This is an optimization exercise on Yosys and OpenROAD, whose aim is small area, not a production implementation.
In this exercise RTL edits were held to simulation tests only and were not proved equivalent to the original.

==> build 66 <==
## comparator_latch
module comparator_latch #
(
  parameter n_to_response_time = -1038,
  parameter p_to_response_time = -1020,
  parameter const_response_time = 1285,
  parameter n_to_tau = -1248,
  parameter p_to_tau = 1037,
  parameter const_tau = 1042,
  parameter n_to_response_time_lh = -1752,
  parameter p_to_response_time_lh = -1006,
  parameter const_response_time_lh = 1185,
  parameter n_to_tau_lh = 1131,
  parameter p_to_tau_lh = -1115,
  parameter const_tau_lh = 1529
)
(
  input clk,
  input reset,
  input sys_clk,
  input [15-1:0] n,
  input [15-1:0] p,
  output [35-1:0] out
);
==> flow/config.mk <==
export PLATFORM = sky130hd
export DESIGN_NAME = comparator_latch
export DESIGN_NICKNAME = comparator_latch
export VERILOG_FILES = /design/flow/design.v
export SDC_FILE = /design/flow/constraint.sdc
export NUM_CORES = 4
export LEC_CHECK = 0
export ABC_AREA = 1
export CAP_MARGIN = 20
export CORE_MARGIN = 2
export CORE_UTILIZATION = 40
export CTS_BUF_LIST = sky130_fd_sc_hd__clkbuf_2
export SLEW_MARGIN = 20
export SYNTH_HIERARCHICAL = 1
export SYNTH_MINIMUM_KEEP_SIZE = 0
==> flow/constraint.sdc <==
create_clock -name core_clock -period 26.0 [get_ports {clk}]
set_input_delay 5.2000 -clock core_clock [delete_from_list [all_inputs] [get_ports {clk}]]
set_output_delay 5.2000 -clock core_clock [all_outputs]
set_load 0.01 [all_outputs]
standard.sh (not shown) runs the stock make flow with config.mk's settings and CLKGATE_MAP_FILE= SYNTH_SCRIPT=/design/flow/synth_recipe.tcl, a recipe that flattens the netlist after the stock synthesis.
==> flow/flow/run.sh <==
#!/bin/bash
# The standard layout, with two changes:
#  - ABC maps the logic for area only (map -a, no buffering or upsizing), from a copy of
#    ORFS's scripts whose abc_area.script is replaced (ABC_AREA is 1 in config.mk);
#  - the port buffers are made from the smallest buffer cell.
set -euo pipefail
rm -rf scripts_area
cp -r "$FLOW_HOME/scripts" scripts_area
printf 'strash\ndch\nmap -a\ntopo\nstime -c\ndnsize -c\n' > scripts_area/abc_area.script
bash standard.sh "SCRIPTS_DIR=$PWD/scripts_area" \
  "BUFFER_PORTS_ARGS=-buffer_cell sky130_fd_sc_hd__buf_1" finish > make_finish.log 2>&1
==> trial 50: changes against build 66 <==
==> flow/flow/run.sh (replaced) <==
#!/bin/bash
set -euo pipefail
bash standard.sh "BUFFER_PORTS_ARGS=-buffer_cell sky130_fd_sc_hd__buf_1" finish > make_finish.log 2>&1
==> run summary <==
item                                                                                 build 66                  trial 50
Per-cell via count in the routed design                                                  5.33                      5.09
Commonest non-fill, non-tap cell in the layout                      sky130_fd_sc_hd__clkinv_1  sky130_fd_sc_hd__nand2_1
Fraction of the mapped netlist area in compound gates                                   15.4%                     13.3%
Well-Tap Cells                                                                            108                       129
Detailed-placement wirelength estimate                                                8020 µm                   8370 µm
Die X                                                                                 98.2 µm                    102 µm
Peak clock frequency supported by timing                                           0.0422 GHz                0.0434 GHz
Detail Route met3 WL                                                                   457 µm                    450 µm
Depth of the worst hold-timing path                                                         2                         6
Number of cell instances on the worst register-to-register path                            60                        59
Run status                                                           timing/DRC/antenna clean  timing/DRC/antenna clean
Final critical path time including I/O delays and setup                              23.70 ns                  23.04 ns
GR Layer Usage met3                                                                    0.787%                    0.958%
Xor and xnor fraction of the mapped netlist area                                        1.73%                     1.60%
Buffers, non-clock                                                                         51                        50
DR WL met2                                                                            4330 µm                   4710 µm
Summed area of non-filler cells in the final layout                               0.00370 mm²               0.00395 mm²
Clock slew seen by the registers of the worst setup and hold paths                    0.06 ns                   0.05 ns
GPL Wtd Cong                                                                            0.959                     0.884
Area added between synthesis and finish                                                 4.41%                     3.00%

==> inputs of run a <==
comparator_latch, a different RTL version from the one above (not shown whole).
## comparator_latch
module comparator_latch #
(
  parameter n_to_response_time = -1038,
  parameter p_to_response_time = -1020,
  parameter const_response_time = 1285,
  parameter n_to_tau = -1248,
  parameter p_to_tau = 1037,
  parameter const_tau = 1042,
  parameter n_to_response_time_lh = -1752,
  parameter p_to_response_time_lh = -1006,
  parameter const_response_time_lh = 1185,
  parameter n_to_tau_lh = 1131,
  parameter p_to_tau_lh = -1115,
  parameter const_tau_lh = 1529
)
(
  input clk,
  input reset,
  input sys_clk,
  input [15-1:0] n,
  input [15-1:0] p,
  output [35-1:0] out
);
  wire g0 = 8'd42 >> cnt;
  wire g1 = 8'd217 >> cnt;
  wire g2 = 8'd56 >> cnt;
  wire g3 = 8'd18 >> cnt;
  wire g4 = 8'd28 >> cnt;
  wire g5 = 8'd10 >> cnt;
  wire g6 = 8'd249 >> cnt;
  wire g7 = 8'd249 >> cnt;
  wire g8 = 8'd199 >> cnt;
  wire g9 = 8'd193 >> cnt;
  wire g10 = 8'd42 >> cnt;
  wire g11 = 8'd217 >> cnt;
  wire g12 = 8'd199 >> cnt;
  wire g13 = 8'd213 >> cnt;
  wire g14 = 8'd243 >> cnt;
  wire g15 = 8'd14 >> cnt;
  wire g16 = 8'd235 >> cnt;
  wire g17 = 8'd50 >> cnt;
  wire g18 = 8'd60 >> cnt;
  wire g19 = 8'd63 >> cnt;
  wire g20 = n[0] & ~n[3];
  wire g21 = (n[1] & ~n[4]) | (n[1] & g20) | (~n[4] & g20);
  wire g22 = (n[2] & ~n[5]) | (n[2] & g21) | (~n[5] & g21);
  wire g23 = (n[3] & ~n[6]) | (n[3] & g22) | (~n[6] & g22);
  wire g24 = (n[4] & ~n[7]) | (n[4] & g23) | (~n[7] & g23);
  wire g25, g26;
  cl_fa u_g25 (.a(n[5]), .b(g0), .c(g24), .s(g25), .co(g26));
  wire g27 = ~n[8] & g25;
  wire g28, g29;
  cl_fa u_g28 (.a(n[0]), .b(n[6]), .c(g1), .s(g28), .co(g29));
  wire g30, g31;
  cl_fa u_g30 (.a(g26), .b(g27), .c(g28), .s(g30), .co(g31));
  wire g32 = (~n[9] & ~p[6]) | (~n[9] & g30) | (~p[6] & g30);
  wire g33, g34;
  cl_fa u_g33 (.a(n[1]), .b(n[7]), .c(g2), .s(g33), .co(g34));
  wire g35, g36;
  cl_fa u_g35 (.a(g29), .b(g31), .c(g32), .s(g35), .co(g36));
  wire g37 = ~g33;
  wire g38, g39;
  cl_fa u_g38 (.a(n[10]), .b(p[7]), .c(g37), .s(g38), .co(g39));
  wire g40 = g35 & ~g38;
  wire g41, g42;
  cl_fa u_g41 (.a(n[11]), .b(p[8]), .c(g39), .s(g41), .co(g42));
  wire g43, g44;
  cl_fa u_g43 (.a(n[2]), .b(n[8]), .c(p[0]), .s(g43), .co(g44));
  wire g45, g46;
  cl_fa u_g45 (.a(g3), .b(g34), .c(g36), .s(g45), .co(g46));
  wire g47, g48;
  ...
Settings: LEC_CHECK=0, CAP_MARGIN=20, CORE_MARGIN=2, CORE_UTILIZATION=40, CTS_BUF_LIST=sky130_fd_sc_hd__clkbuf_2, SLEW_MARGIN=20, SYNTH_HIERARCHICAL=1, SYNTH_MINIMUM_KEEP_SIZE=0; clock period 26.0 ns.
==> flow/flow/run.sh <==
#!/bin/bash
set -euo pipefail
bash standard.sh "BUFFER_PORTS_ARGS=-buffer_cell sky130_fd_sc_hd__buf_1" finish > make_finish.log 2>&1
==> inputs of run b, as changes to run a <==
==> flow/run.sh (new file) <==
#!/bin/bash
# synth_recipe.tcl (not shown) runs the flow's synth.tcl, then flattens the netlist and writes it again
# the make line also repeats each setting of config.mk as NAME=value (left out here)
make -C /OpenROAD-flow-scripts/flow DESIGN_CONFIG=/design/flow/config.mk WORK_HOME=/design/flow/orfs CLKGATE_MAP_FILE= SYNTH_SCRIPT=/design/flow/synth_recipe.tcl finish
removed: flow/flow/run.sh
removed: flow/standard.sh
==> run summary <==
Met2 layer wire length in the routed design: run a 4.91 mm; run b 4.94 mm
Summed area of non-filler cells in the final layout: run a 4630 sq um; run b 4910 sq um
ClkCell Share: run a 0.324%; run b 0.306%
Clock-pin slew on the worst setup and hold paths: run a 80 ps; run b 90 ps
Overall track demand over capacity in global routing: run a 18.8%; run b 18.7%
Proportion of cell area occupied by multi-input gates: run a 82.1%; run b 77.4%
Detailed Route Iter0 Violations: run a 110; run b 143
Final standard cell utilization of the core: run a 42.7%; run b 45.3%
R2R setup slack: run a 9260 ps; run b 9250 ps
HPWL after DPL: run a 8.53 mm; run b 8.63 mm
Status: run a complete, no violations; run b complete, no violations
Met2 Resource Use GR: run a 32.1%; run b 32.5%
Period Utilization, post-route: run a 84.1%; run b 85.5%
Total of plain and repair buffers excluding clock buffers: run a 53; run b 50
Per-cell via count in the routed design: run a 5.24; run b 5.20

==> inputs of trial 88 <==
comparator_latch, a different RTL version from the one above (not shown whole).
## comparator_latch
module comparator_latch #
(
  parameter n_to_response_time = -1038,
  parameter p_to_response_time = -1020,
  parameter const_response_time = 1285,
  parameter n_to_tau = -1248,
  parameter p_to_tau = 1037,
  parameter const_tau = 1042,
  parameter n_to_response_time_lh = -1752,
  parameter p_to_response_time_lh = -1006,
  parameter const_response_time_lh = 1185,
  parameter n_to_tau_lh = 1131,
  parameter p_to_tau_lh = -1115,
  parameter const_tau_lh = 1529
)
(
  input clk,
  input reset,
  input sys_clk,
  input [15-1:0] n,
  input [15-1:0] p,
  output [35-1:0] out
);
==> flow/config.mk <==
export PLATFORM = sky130hd
export DESIGN_NAME = comparator_latch
export DESIGN_NICKNAME = comparator_latch
export VERILOG_FILES = /design/flow/design.v
export SDC_FILE = /design/flow/constraint.sdc
export NUM_CORES = 4
export LEC_CHECK = 0
export ABC_AREA = 1
export CAP_MARGIN = 20
export CORE_MARGIN = 2
export CORE_UTILIZATION = 40
export CTS_BUF_LIST = sky130_fd_sc_hd__clkbuf_1
export GPL_TIMING_DRIVEN = 0
export SLEW_MARGIN = 20
export SYNTH_HIERARCHICAL = 1
export SYNTH_MINIMUM_KEEP_SIZE = 0
==> flow/constraint.sdc <==
create_clock -name core_clock -period 26.0 [get_ports {clk}]
set_input_delay 5.2000 -clock core_clock [delete_from_list [all_inputs] [get_ports {clk}]]
set_output_delay 5.2000 -clock core_clock [all_outputs]
set_load 0.01 [all_outputs]
==> flow/flow/run.sh <==
#!/bin/bash
# The standard layout, with three changes:
#  - ABC maps the logic for area only (map -a, no buffering or upsizing), from a copy of
#    ORFS's scripts whose abc_area.script is replaced (ABC_AREA is 1 in config.mk);
#  - the port buffers are made from the smallest buffer cell;
#  - the constant outputs share one tie cell instead of one tie cell each.
set -euo pipefail
rm -rf scripts_area
cp -r "$FLOW_HOME/scripts" scripts_area
printf 'strash\ndch\nmap -a\ntopo\nstime -c\ndnsize -c\n' > scripts_area/abc_area.script
bash standard.sh "SCRIPTS_DIR=$PWD/scripts_area" \
  "BUFFER_PORTS_ARGS=-buffer_cell sky130_fd_sc_hd__buf_1" \
  SKIP_REPAIR_TIE_FANOUT=1 finish > make_finish.log 2>&1
==> inputs of build 97, as changes to trial 88 <==
--- a/flow/design.v
+++ b/flow/design.v
@@ -254,59 +254,59 @@
   wire g230 = g228 ^ 1'b1;
   wire g231 = g228 & 1'b1;
   wire g232 = ~g99;
   wire g233, g234;
   cl_fa u_g233 (.a(g232), .b(g229), .c(g231), .s(g233), .co(g234));
   wire g235 = g234 ^ 1'b1;
   wire g236 = g234 & 1'b1;
   wire g237 = g236 ^ 1'b1;
-  wire g238 = 16'd8447 >> {st[3], st[2:0]};
+  wire g238 = 16'd1279 >> {st[3], st[2:0]};
   wire g239 = (g104 & ~g238) | ((g104 | ~g238) & 1'b0);
-  wire g240 = 16'd55200 >> {st[3], st[2:0]};
+  wire g240 = 16'd62228 >> {st[3], st[2:0]};
   wire g241 = (g108 & ~g240) | ((g108 | ~g240) & g239);
-  wire g242 = 16'd136 >> {st[3], st[2:0]};
+  wire g242 = 16'd24 >> {st[3], st[2:0]};
   wire g243 = (g114 & ~g242) | ((g114 | ~g242) & g241);
-  wire g244 = 16'd57152 >> {st[3], st[2:0]};
+  wire g244 = 16'd64288 >> {st[3], st[2:0]};
   wire g245 = (g120 & ~g244) | ((g120 | ~g244) & g243);
-  wire g246 = 16'd10335 >> {st[3], st[2:0]};
+  wire g246 = 16'd3307 >> {st[3], st[2:0]};
   wire g247 = (~g128 & ~g246) | ((~g128 | ~g246) & g245);
-  wire g248 = 16'd8311 >> {st[3], st[2:0]};
+  wire g248 = 16'd1255 >> {st[3], st[2:0]};
   wire g249 = (g136 & ~g248) | ((g136 | ~g248) & g247);
-  wire g250 = 16'd55264 >> {st[3], st[2:0]};
+  wire g250 = 16'd62260 >> {st[3], st[2:0]};
   wire g251 = (~g146 & ~g250) | ((~g146 | ~g250) & g249);
-  wire g252 = 16'd55 >> {st[3], st[2:0]};
+  wire g252 = 16'd199 >> {st[3], st[2:0]};
   wire g253 = (g157 & ~g252) | ((g157 | ~g252) & g251);
-  wire g254 = 16'd55 >> {st[3], st[2:0]};
+  wire g254 = 16'd199 >> {st[3], st[2:0]};
   wire g255 = (~g168 & ~g254) | ((~g168 | ~g254) & g253);
-  wire g256 = 16'd200 >> {st[3], st[2:0]};
+  wire g256 = 16'd56 >> {st[3], st[2:0]};
   wire g257 = (~g179 & ~g256) | ((~g179 | ~g256) & g255);
-  wire g258 = 16'd57088 >> {st[3], st[2:0]};
+  wire g258 = 16'd64256 >> {st[3], st[2:0]};
   wire g259 = (g189 & ~g258) | ((g189 | ~g258) & g257);
-  wire g260 = 16'd63327 >> {st[3], st[2:0]};
+  wire g260 = 16'd63467 >> {st[3], st[2:0]};
   wire g261 = (~g198 & ~g260) | ((~g198 | ~g260) & g259);
-  wire g262 = 16'd215 >> {st[3], st[2:0]};
+  wire g262 = 16'd243 >> {st[3], st[2:0]};
   wire g263 = (~g206 & ~g262) | ((~g206 | ~g262) & g261);
-  wire g264 = 16'd57320 >> {st[3], st[2:0]};
+  wire g264 = 16'd64316 >> {st[3], st[2:0]};
   wire g265 = (~g213 & ~g264) | ((~g213 | ~g264) & g263);
-  wire g266 = 16'd63327 >> {st[3], st[2:0]};
+  wire g266 = 16'd63467 >> {st[3], st[2:0]};
   wire g267 = (g218 & ~g266) | ((g218 | ~g266) & g265);
-  wire g268 = 16'd215 >> {st[3], st[2:0]};
+  wire g268 = 16'd243 >> {st[3], st[2:0]};
   wire g269 = (g222 & ~g268) | ((g222 | ~g268) & g267);
-  wire g270 = 16'd57320 >> {st[3], st[2:0]};
+  wire g270 = 16'd64316 >> {st[3], st[2:0]};
   wire g271 = (~g226 & ~g270) | ((~g226 | ~g270) & g269);
-  wire g272 = 16'd10335 >> {st[3], st[2:0]};
+  wire g272 = 16'd3307 >> {st[3], st[2:0]};
   wire g273 = (g230 & ~g272) | ((g230 | ~g272) & g271);
-  wire g274 = 16'd65416 >> {st[3], st[2:0]};
+  wire g274 = 16'd65304 >> {st[3], st[2:0]};
   wire g275 = (g233 & ~g274) | ((g233 | ~g274) & g273);
-  wire g276 = 16'd65480 >> {st[3], st[2:0]};
+  wire g276 = 16'd65336 >> {st[3], st[2:0]};
   wire g277 = (g235 & ~g276) | ((g235 | ~g276) & g275);
-  wire g278 = 16'd55 >> {st[3], st[2:0]};
+  wire g278 = 16'd199 >> {st[3], st[2:0]};
   wire g279 = (~g237 & ~g278) | ((~g237 | ~g278) & g277);
-  wire g280 = ((st[2:0] == 3'd1)) ? 1'b0 : ((st[2:0] == 3'd4)) ? 1'b1 : g279;
+  wire g280 = ((st[2:0] == 3'd0) | (st[2:0] >= 3'd6)) ? (st[2:0] >= 3'd6) : g279;
   wire g281 = ~g104 | 1'b1;
   wire g282 = ~g108 | g281;
   wire g283 = ~g114 & g282;
   wire g284 = ~g120 & g283;
   wire g285 = ~~g128 & g284;
   wire g286 = ~g136 | g285;
   wire g287 = ~~g146 | g286;
   wire g288 = ~g157 & g287;
@@ -342,17 +342,17 @@
   wire g318 = ~g218 & g317;
   wire g319 = ~g222 | g318;
   wire g320 = ~~g226 | g319;
   wire g321 = ~g230 | g320;
   wire g322 = ~g233 & g321;
   wire g323 = ~g235 | g322;
   wire g324 = ~~g237 & g323;
   wire g325 = ~g324;
-  wire g326 = ((st[2:0] == 3'd2) | (st[2:0] == 3'd5)) ? ((g302 & ~g279) | g303) : ((st[2:0] == 3'd3)) ? (~g325 | (g302 & ~g279) | g303) : ((st[2:0] == 3'd1)) ? 1'b0 : 1'b1;
+  wire g326 = (st[2:0] == 3'd1 || st[2:0] == 3'd2) ? ((g302 & ~g279) | g303) : (st[2:0] == 3'd3) ? (~g325 | (g302 & ~g279) | g303) : (st[2:0] != 3'd0);
   wire g327 = (n[0] & ~p[0]) | ((n[0] | ~p[0]) & 1'b0);
   wire g328 = (n[1] & ~p[1]) | ((n[1] | ~p[1]) & g327);
   wire g329 = (n[2] & ~p[2]) | ((n[2] | ~p[2]) & g328);
   wire g330 = (n[3] & ~p[3]) | ((n[3] | ~p[3]) & g329);
   wire g331 = (n[4] & ~p[4]) | ((n[4] | ~p[4]) & g330);
   wire g332 = (n[5] & ~p[5]) | ((n[5] | ~p[5]) & g331);
   wire g333 = (n[6] & ~p[6]) | ((n[6] | ~p[6]) & g332);
   wire g334 = (n[7] & ~p[7]) | ((n[7] | ~p[7]) & g333);
@@ -363,29 +363,27 @@
   wire g339 = (n[12] & ~p[12]) | ((n[12] | ~p[12]) & g338);
   wire g340 = (n[13] & ~p[13]) | ((n[13] | ~p[13]) & g339);
   wire g341 = (n[14] & ~p[14]) | ((n[14] | ~p[14]) & g340);
   wire done1 = g280;
   wire done2 = g326;
   wire n_gt_p = g341;
   reg [3:0] st;
   reg prev_sys_clk;
-  wire [2:0] lf = {st[1:0], st[2] ^ st[1]};
+  wire [2:0] cnt = st[2:0];
   wire start = ~prev_sys_clk & sys_clk & n_gt_p & (~n[14] | (n[13:0] == 14'd0));
   always @(posedge clk) prev_sys_clk <= sys_clk;
   always @(posedge clk) begin
-    if (reset) st <= 4'd0;
-    else case (st)
-      4'd0, 4'd8: st <= start ? 4'd1 : 4'd8;
-      4'd12: st <= (prev_sys_clk & ~sys_clk) ? 4'd9 : 4'd12;
-      4'd14: st <= 4'd14;
-      4'd9, 4'd10, 4'd13, 4'd11, 4'd15: st <= done2 ? 4'd14 : {1'b1, lf};
-      default: st <= done1 ? 4'd12 : {1'b0, lf};
-    endcase
+    if (reset) st <= 4'd7;
+    else if (st == 4'd7 || st == 4'd13) st <= start ? 4'd0 : 4'd13;
+    else if (st == 4'd14) st <= (prev_sys_clk & ~sys_clk) ? 4'd8 : 4'd14;
+    else if (st == 4'd15) st <= 4'd15;
+    else if (~st[3]) st <= done1 ? 4'd14 : st + 4'd1;
+    else st <= done2 ? 4'd15 : st + 4'd1;
   end
-  wire is_r = (st == 4'd0);
-  wire nz = ~((st == 4'd14) | (st == 4'd10) | (st == 4'd13) | (st == 4'd11) | (st == 4'd15));
+  wire is_r = (st == 4'd7);
+  wire nz = ~((st == 4'd15) | (st[3] & (st[2:0] != 3'd0) & (st[2:0] < 3'd5)));
   assign out = {1'b0, 1'b0, 1'b0, nz, nz, 1'b0, nz, 1'b0, 1'b0, nz, nz, 1'b0, 1'b0, is_r, is_r, 1'b0, 1'b0, is_r, is_r, 1'b0, 1'b0, is_r, is_r, 1'b0, 1'b0, is_r, is_r, 1'b0, 1'b0, is_r, is_r, 1'b0, 1'b0, is_r, is_r};
 endmodule
 module cl_fa(input a, input b, input c, output s, output co);
   assign s = a ^ b ^ c;
   assign co = (a & b) | (a & c) | (b & c);
 endmodule
==> flow/flow/run.sh (replaced) <==
#!/bin/bash
# The standard layout, with two changes:
#  - ABC maps the logic for area only (map -a, no buffering or upsizing), from a copy of
#    ORFS's scripts whose abc_area.script is replaced (ABC_AREA is 1 in config.mk);
#  - the port buffers are made from the smallest buffer cell.
set -euo pipefail
rm -rf scripts_area
cp -r "$FLOW_HOME/scripts" scripts_area
printf 'strash\ndch\nmap -a\ntopo\nstime -c\ndnsize -c\n' > scripts_area/abc_area.script
bash standard.sh "SCRIPTS_DIR=$PWD/scripts_area" \
  "BUFFER_PORTS_ARGS=-buffer_cell sky130_fd_sc_hd__buf_1" finish > make_finish.log 2>&1
- CTS_BUF_LIST: sky130_fd_sc_hd__clkbuf_1 -> sky130_fd_sc_hd__clkbuf_2
- GPL_TIMING_DRIVEN: 0 -> unset
==> inputs of trial 67, as changes to trial 88 <==
- CORE_UTILIZATION: 40 -> 60
- CTS_BUF_LIST: sky130_fd_sc_hd__clkbuf_1 -> sky130_fd_sc_hd__clkbuf_2
- GPL_TIMING_DRIVEN: 0 -> unset
==> qor summary <==
metric	build 97	trial 67	trial 88
Post-synthesis average cell area	7.90 um^2	7.89 um^2	7.89 um^2
Routed wire length on met3	452 um	459 um	460 um
Tap Count	105	70	102
Portion of the layout cell area used by non-clock buffers	0.0566	0.0623	0.133
Multi-input gates	328	297	297
Critical path origin	n[3]	p[3]	p[3]
WL/cell	14.4 um	15.2 um	14.5 um
M1 WL	3.68 mm	3.30 mm	3.73 mm
Worst Setup EP	st[3]	st[2]	st[2]
Detail-routed via count per cell	5.26	5.57	5.12
Post-route clock skew	0.00984 ns	0.00581 ns	0.00210 ns
Outcome	timing/DRC/antenna clean	timing/DRC/antenna clean	timing/DRC/antenna clean
Worst Slack Setup Final	4.39 ns	5.30 ns	5.14 ns
Relative slew margins	0.581	0.630	0.558
Setup slack, reg-to-reg	7.87 ns	9.49 ns	9.21 ns

re-timing with driven ports:
In the flow no input, the clock included, has a driving cell. The finished layouts below were timed again as built, in two steps.
Step 1 sets driving cells, clkbuf_16 on the clock port and buf_2 on the other inputs (assumed; they add their load-dependent delay and slew).
Step 2, shift: input delay + t, output delay - t, t = (earliest + latest rising clock arrival at the registers) / 2. This alone moves slack from input paths to output paths.
a / b / c = ideal ports / drivers / drivers and shift; a / b = the first two.
run	t, ns	slack for setup (ns)	worst hold slack (ns)
build 66	0.236	2.298 / 2.291 / 2.055	0.598 / 0.598 / 0.598
trial 50	0.228	2.957 / 2.951 / 2.723	0.693 / 0.693 / 0.693
run a	0.258	4.142 / 4.132 / 3.874	0.655 / 0.655 / 0.655
run b	0.262	3.774 / 3.762 / 3.501	0.617 / 0.617 / 0.617
trial 88	0.285	5.143 / 5.137 / 4.852	0.546 / 0.546 / 0.546
build 97	0.224	4.386 / 4.383 / 4.159	0.706 / 0.706 / 0.706
trial 67	0.225	5.300 / 5.288 / 5.063	0.550 / 0.550 / 0.550
After both steps setup and hold are still met in every run listed. For trial 88, which loses most, drivers alone change the setup slack by -0.006 ns; drivers and shift together by -0.291 ns.
